Background: an optimization exercise with open tools, aiming at small area. Do not read the settings as production practice. Function was checked by simulation only, so behaviour that the tests miss may differ from the original.

the previous run:
Design mtm_Alu, start of the top module:
module mtm_Alu (
    input  clk,
    input  rst_n,
    input  sin,
    output sout
);
  reg [5:0] ph;
  always @(posedge clk) ph <= ph + 6'd1;
  wire tick = (ph[3:0] == 4'd15);
  reg  [63:0] ring;
  reg [3:0] bc;        
  reg [3:0] fc;        
  reg       h;         
  reg [3:0] c4;        
  reg [2:0] op;
  reg  [2:0] tfc;      
  wire      dead = tfc[2] & (tfc[1] | tfc[0]);
  wire      cmd  = fc[3];
  wire s_type = tick & (bc == 4'd14);
  wire s_pay  = tick & ((bc == 4'd15) | (bc <= 4'd6));    
  wire s_stop = tick & (bc == 4'd7);
  wire fb4    = c4[3] ^ sin;
  wire [3:0] c4n = {c4[2:0], 1'b0} ^ {2'b00, fb4, fb4};
  reg cy;              
  reg fZ;
  wire run = cmd & (ph[5:4] == 2'd3 ? (bc >= 4'd3 && bc <= 4'd6) :
                    ph[5:4] == 2'd0 ? (bc >= 4'd4 && bc <= 4'd7) : 1'b0);
  wire a   = ring[15];
  wire b   = ring[47];
  wire i0  = (ph == 6'd48);
  wire i31 = (ph == 6'd15);
  wire cin = i0 ? op[0] : cy;
  wire bb  = b ^ op[0];
  wire s   = a ^ bb ^ cin;
  wire co  = (a & bb) | (a & cin) | (bb & cin);
  wire r   = op[2] ? s : (op[0] ? (a | b) : (a & b));
  wire       dwr = ~cmd & ~bc[3] & (ph[3:0] == ~{fc[0], bc[2:0]});
  wire [1:0] dsel = fc[2:1] + ph[5:4] + 2'd1;
  wire [3:0] we;
  assign we[0] = dwr & (dsel == 2'd0);
  assign we[1] = dwr & (dsel == 2'd1);
  assign we[2] = dwr & (dsel == 2'd2);
  assign we[3] = (dwr & (dsel == 2'd3)) | run;
  wire din = run ? r : h;
  genvar g;
  generate
    for (g = 0; g < 64; g = g + 1) begin : rg
      if (g % 16 == 0) begin : ins
        always @(posedge clk) ring[g] <= we[g / 16] ? din : ring[(g + 63) % 64];
      end else begin : sh
        always @(posedge clk) ring[g] <= ring[g - 1];
      end
    end
  endgenerate
  reg [3:0] tbc;       
  reg       so;
  reg [2:0] c3;        
  wire ttick = (ph[2:0] == 3'd7) & (ph[3] ^ tfc[0]);
  wire txgo  = ((tbc == 4'd12) & ((tfc != 3'd0) | (ph[5:4] == 2'd0))) |
               ((tbc == 4'd14) & dead);
  reg tap;
  always @(*)
    case (tbc[2:0])
      3'd0: tap = ring[15];
      3'd1: tap = ring[32];
      3'd2: tap = ring[49];
      3'd3: tap = ring[2];
      3'd4: tap = ring[19];
  ...
==> module mtm_Alu, before the edit <==
module mtm_Alu (
    input  clk,
    input  rst_n,
    input  sin,
    output sout
);
  reg [5:0] ph;
  always @(posedge clk) ph <= ph + 6'd1;
  wire tick = (ph[3:0] == 4'd15);
  reg  [63:0] ring;
  reg [3:0] bc;        
  reg [3:0] fc;        
  reg       h;         
  reg [3:0] c4;        
  reg [2:0] op;
  reg  [2:0] tfc;      
  wire      dead = tfc[2] & (tfc[1] | tfc[0]);
  wire      cmd  = fc[3];
  wire s_type = tick & (bc == 4'd14);
  wire s_pay  = tick & ((bc == 4'd15) | (bc <= 4'd6));    
  wire s_stop = tick & (bc == 4'd7);
  wire fb4    = c4[3] ^ sin;
  wire [3:0] c4n = {c4[2:0], 1'b0} ^ {2'b00, fb4, fb4};
  reg cy;              
  reg fZ;
  wire run = cmd & (ph[5:4] == 2'd3 ? (bc >= 4'd3 && bc <= 4'd6) :
                    ph[5:4] == 2'd0 ? (bc >= 4'd4 && bc <= 4'd7) : 1'b0);
  wire a   = ring[15];
  wire b   = ring[47];
  wire i0  = (ph == 6'd48);
  wire i31 = (ph == 6'd15);
  wire cin = i0 ? op[0] : cy;
  wire bb  = b ^ op[0];
  wire s   = a ^ bb ^ cin;
  wire co  = (a & bb) | (a & cin) | (bb & cin);
  wire r   = op[2] ? s : (op[0] ? (a | b) : (a & b));
  wire       dwr = ~cmd & ~bc[3] & (ph[3:0] == ~{fc[0], bc[2:0]});
  wire [1:0] dsel = fc[2:1] + ph[5:4] + 2'd1;
  wire [3:0] we;
  assign we[0] = dwr & (dsel == 2'd0);
  assign we[1] = dwr & (dsel == 2'd1);
  assign we[2] = dwr & (dsel == 2'd2);
  assign we[3] = (dwr & (dsel == 2'd3)) | run;
  wire din = run ? r : h;
  genvar g;
  generate
    for (g = 0; g < 64; g = g + 1) begin : rg
      if (g % 16 == 0) begin : ins
        always @(posedge clk) ring[g] <= we[g / 16] ? din : ring[(g + 63) % 64];
      end else begin : sh
        always @(posedge clk) ring[g] <= ring[g - 1];
      end
    end
  endgenerate
  reg [3:0] tbc;       
  reg       so;
  reg [2:0] c3;        
  wire ttick = (ph[2:0] == 3'd7) & (ph[3] ^ tfc[0]);
  wire txgo  = ((tbc == 4'd12) & ((tfc != 3'd0) | (ph[5:4] == 2'd0))) |
               ((tbc == 4'd14) & dead);
  reg tap;
  always @(*)
    case (tbc[2:0])
      3'd0: tap = ring[15];
      3'd1: tap = ring[32];
      3'd2: tap = ring[49];
      3'd3: tap = ring[2];
      3'd4: tap = ring[19];
      3'd5: tap = ring[36];
      3'd6: tap = ring[53];
      default: tap = ring[6];
    endcase
  reg pv;              
  always @(*) begin
    if (!tfc[2]) pv = tap;
    else if (dead)
      case (tbc[2:0])
        3'd0, 3'd7: pv = 1'b1;
        3'd1, 3'd4: pv = tfc[1] & tfc[0];
        3'd2, 3'd5: pv = tfc[1] & op[1];
        default:    pv = ~tfc[1];
      endcase
    else
      case (tbc[2:0])
        3'd0:    pv = 1'b1;
        3'd1:    pv = op[2];
        3'd2:    pv = fZ;
        3'd3:    pv = op[0];
        3'd4:    pv = cy;
        default: pv = c3[1];
      endcase
  end
  wire fb3 = c3[2] ^ so;
  always @(posedge clk) begin
    if (!rst_n) begin
      bc   <= 4'd8;
      fc   <= 4'd0;
      c4   <= 4'd0;
    end else begin
      if (tick) begin
        if (bc != 4'd8) bc <= bc + 4'd1;
        else if (!sin && !dead) bc <= 4'd14;
      end
      if (!dead) begin
        if (s_stop) fc <= cmd ? 4'd0 : fc + 4'd1;
        if (s_pay) begin
          c4 <= c4n;
        end
      end
    end
  end
  always @(posedge clk) if (s_pay && !cmd) h <= sin;
  always @(posedge clk) begin
    if (s_pay && cmd && bc <= 4'd2) op <= {op[1:0], sin};
    if (run) begin
      fZ <= (i0 | fZ) & ~r;
      if (i31) begin
        op[2] <= r;
        op[0] <= op[2] & (co ^ op[0]);
        cy    <= op[2] & ~b & (a ^ s) & ~(a ^ op[0]);
      end else cy <= co;
    end
  end
  wire e_frm = ~dead & ((s_type & (sin ^ cmd)) | (s_pay & cmd & (bc == 4'd15) & ~sin));
  wire c0    = ~dead & s_pay & cmd & (bc == 4'd6);
  always @(posedge clk) begin
    if (!rst_n) begin
      tbc <= 4'd14;
      tfc <= 3'd0;
      so  <= 1'b1;
    end else if (e_frm) begin
      tfc <= 3'd5;
    end else if (c0) begin
      if (c4n != 4'd0) tfc <= 3'd7;
      else if (op[1]) tfc <= 3'd6;
      else begin
        tbc <= 4'd12;
        tfc <= 3'd0;
      end
    end else if (ttick) begin
      case (tbc)
        4'd12, 4'd14: if (txgo) begin
          tbc <= 4'd15;
          so  <= 1'b0;
        end
        4'd13: ;
        4'd15: begin
          tbc <= 4'd0;
          so  <= tfc[2];
        end
        4'd8: begin
          tbc <= 4'd9;
          so  <= 1'b1;
        end
        4'd9: begin
          if (tfc[2]) tbc <= dead ? 4'd13 : 4'd14;
          else begin
            tbc <= 4'd12;
            tfc <= tfc + 3'd1;
          end
        end
        default: begin
          tbc <= tbc + 4'd1;
          so  <= pv;
        end
      endcase
    end
  end
  always @(posedge clk) begin
    if (!rst_n) c3 <= 3'd0;
    else if (ttick && tbc >= 4'd1 && tbc <= 4'd8) c3 <= {c3[1], c3[0] ^ fb3, fb3};
  end
  assign sout = so;
endmodule
clock: 10.0 ns
lec_check: 0
cap_margin: 20
core_margin: 2
core_utilization: 40
cts_buf_list: sky130_fd_sc_hd__clkbuf_8
slew_margin: 20
standard.sh (not shown) runs the stock make flow with config.mk's settings and CLKGATE_MAP_FILE= SYNTH_SCRIPT=/design/flow/synth_recipe.tcl, a recipe that flattens the netlist after the stock synthesis.
==> flow/flow/run.sh <==
#!/bin/bash
# The standard layout (standard.sh), with these changes:
#  - synthesis maps logic with an area-oriented ABC script (ORFS's ABC_AREA
#    path, with its script replaced by the one below: 20 s of &deepsyn on
#    the AIG, then area mapping),
#  - no adder extraction (ADDER_MAP_FILE empty), so counters are left to ABC,
#  - the port buffers are the smallest buffer, sky130_fd_sc_hd__buf_1,
#  - clock tree synthesis adds no dummy loads.
# Registers come out of synthesis exactly as in the standard flow: ABC and the
# adder step only touch combinational logic.
set -euo pipefail
here=$PWD
rm -rf "$here/scripts_area"
cp -r "$FLOW_HOME/scripts" "$here/scripts_area"
printf 'strash\n&get -n\n&deepsyn -T 20\n&put\ndch\nmap -a\nstrash\n&get -n\n&dch\n&nf -a -R 100\n&put\n' > "$here/scripts_area/abc_area.script"
export SCRIPTS_DIR="$here/scripts_area"
export ADDER_MAP_FILE=
export ABC_AREA=1
export BUFFER_PORTS_ARGS="-buffer_cell sky130_fd_sc_hd__buf_1"
export CTS_ARGS="-sink_clustering_enable -repair_clock_nets -buf_list sky130_fd_sc_hd__clkbuf_8 -dont_use_dummy_load"
bash standard.sh > standard.log 2>&1
For the current run, these inputs were changed with respect to the previous run:
--- a/flow/design.v
+++ b/flow/design.v
@@ -21,9 +21,8 @@
   wire s_stop = tick & (bc == 4'd7);
   wire fb4    = c4[3] ^ sin;
   wire [3:0] c4n = {c4[2:0], 1'b0} ^ {2'b00, fb4, fb4};
   reg cy;              
-  reg fZ;
   wire run = cmd & (ph[5:4] == 2'd3 ? (bc >= 4'd3 && bc <= 4'd6) :
                     ph[5:4] == 2'd0 ? (bc >= 4'd4 && bc <= 4'd7) : 1'b0);
   wire a   = ring[15];
   wire b   = ring[47];
@@ -83,23 +82,23 @@
     else
       case (tbc[2:0])
         3'd0:    pv = 1'b1;
         3'd1:    pv = op[2];
-        3'd2:    pv = fZ;
+        3'd2:    pv = op[1];
         3'd3:    pv = op[0];
         3'd4:    pv = cy;
         default: pv = c3[1];
       endcase
   end
   wire fb3 = c3[2] ^ so;
   always @(posedge clk) begin
     if (!rst_n) begin
-      bc   <= 4'd8;
+      bc[3:2] <= 2'b10;
       fc   <= 4'd0;
       c4   <= 4'd0;
     end else begin
       if (tick) begin
-        if (bc != 4'd8) bc <= bc + 4'd1;
+        if (!(bc[3] & ~bc[2])) bc <= bc + 4'd1;
         else if (!sin && !dead) bc <= 4'd14;
       end
       if (!dead) begin
         if (s_stop) fc <= cmd ? 4'd0 : fc + 4'd1;
@@ -111,10 +110,11 @@
   end
   always @(posedge clk) if (s_pay && !cmd) h <= sin;
   always @(posedge clk) begin
     if (s_pay && cmd && bc <= 4'd2) op <= {op[1:0], sin};
+    if (ttick && !tfc[2] && !tbc[3])
+      op[1] <= ~tap & (op[1] | (tfc[1:0] == 2'd0 && tbc[2:0] == 3'd0));
     if (run) begin
-      fZ <= (i0 | fZ) & ~r;
       if (i31) begin
         op[2] <= r;
         op[0] <= op[2] & (co ^ op[0]);
         cy    <= op[2] & ~b & (a ^ s) & ~(a ^ op[0]);
@@ -125,9 +125,9 @@
   wire c0    = ~dead & s_pay & cmd & (bc == 4'd6);
   always @(posedge clk) begin
     if (!rst_n) begin
       tbc <= 4'd14;
-      tfc <= 3'd0;
+      tfc[2] <= 1'b0;      
       so  <= 1'b1;
     end else if (e_frm) begin
       tfc <= 3'd5;
     end else if (c0) begin
==> comparison <==
Going from the previous run to the current run, sequential share of layout area down 0.55 points; post-synthesis cell type count up 1; share of synthesized area spent on multiplexers down 0.35 points; post-route met1 wirelength up 190 um; hold slack flat.
Higher worst setup slack goes to the previous run over the current run.

-- port drivers added, routing unchanged --
Ports are ideal in the flow. The routed layouts listed here were re-timed in OpenROAD. Step 1, drivers: a clkbuf_16 drives clk and a buf_2 each remaining input, both assumed. Step 2 also shifts input and output timing later by t, the mid clock arrival at the registers, as if the neighbouring blocks saw the same clock. Three values: no drivers, after step 1, after step 2; two values: the first two.
run	t (ns)	setup WS [ns]	worst hold slack (ns)	worst setup path at the end
the previous run	0.372	6.745 / 6.751 / 6.379	0.303 / 0.303 / 0.303	input to register
the current run	0.380	6.591 / 6.600 / 6.220	0.304 / 0.304 / 0.304	input to register
After both steps setup and hold are still met in every run listed. For the current run, which loses most, drivers alone change the setup slack by +0.009 ns; drivers and shift together by -0.371 ns.
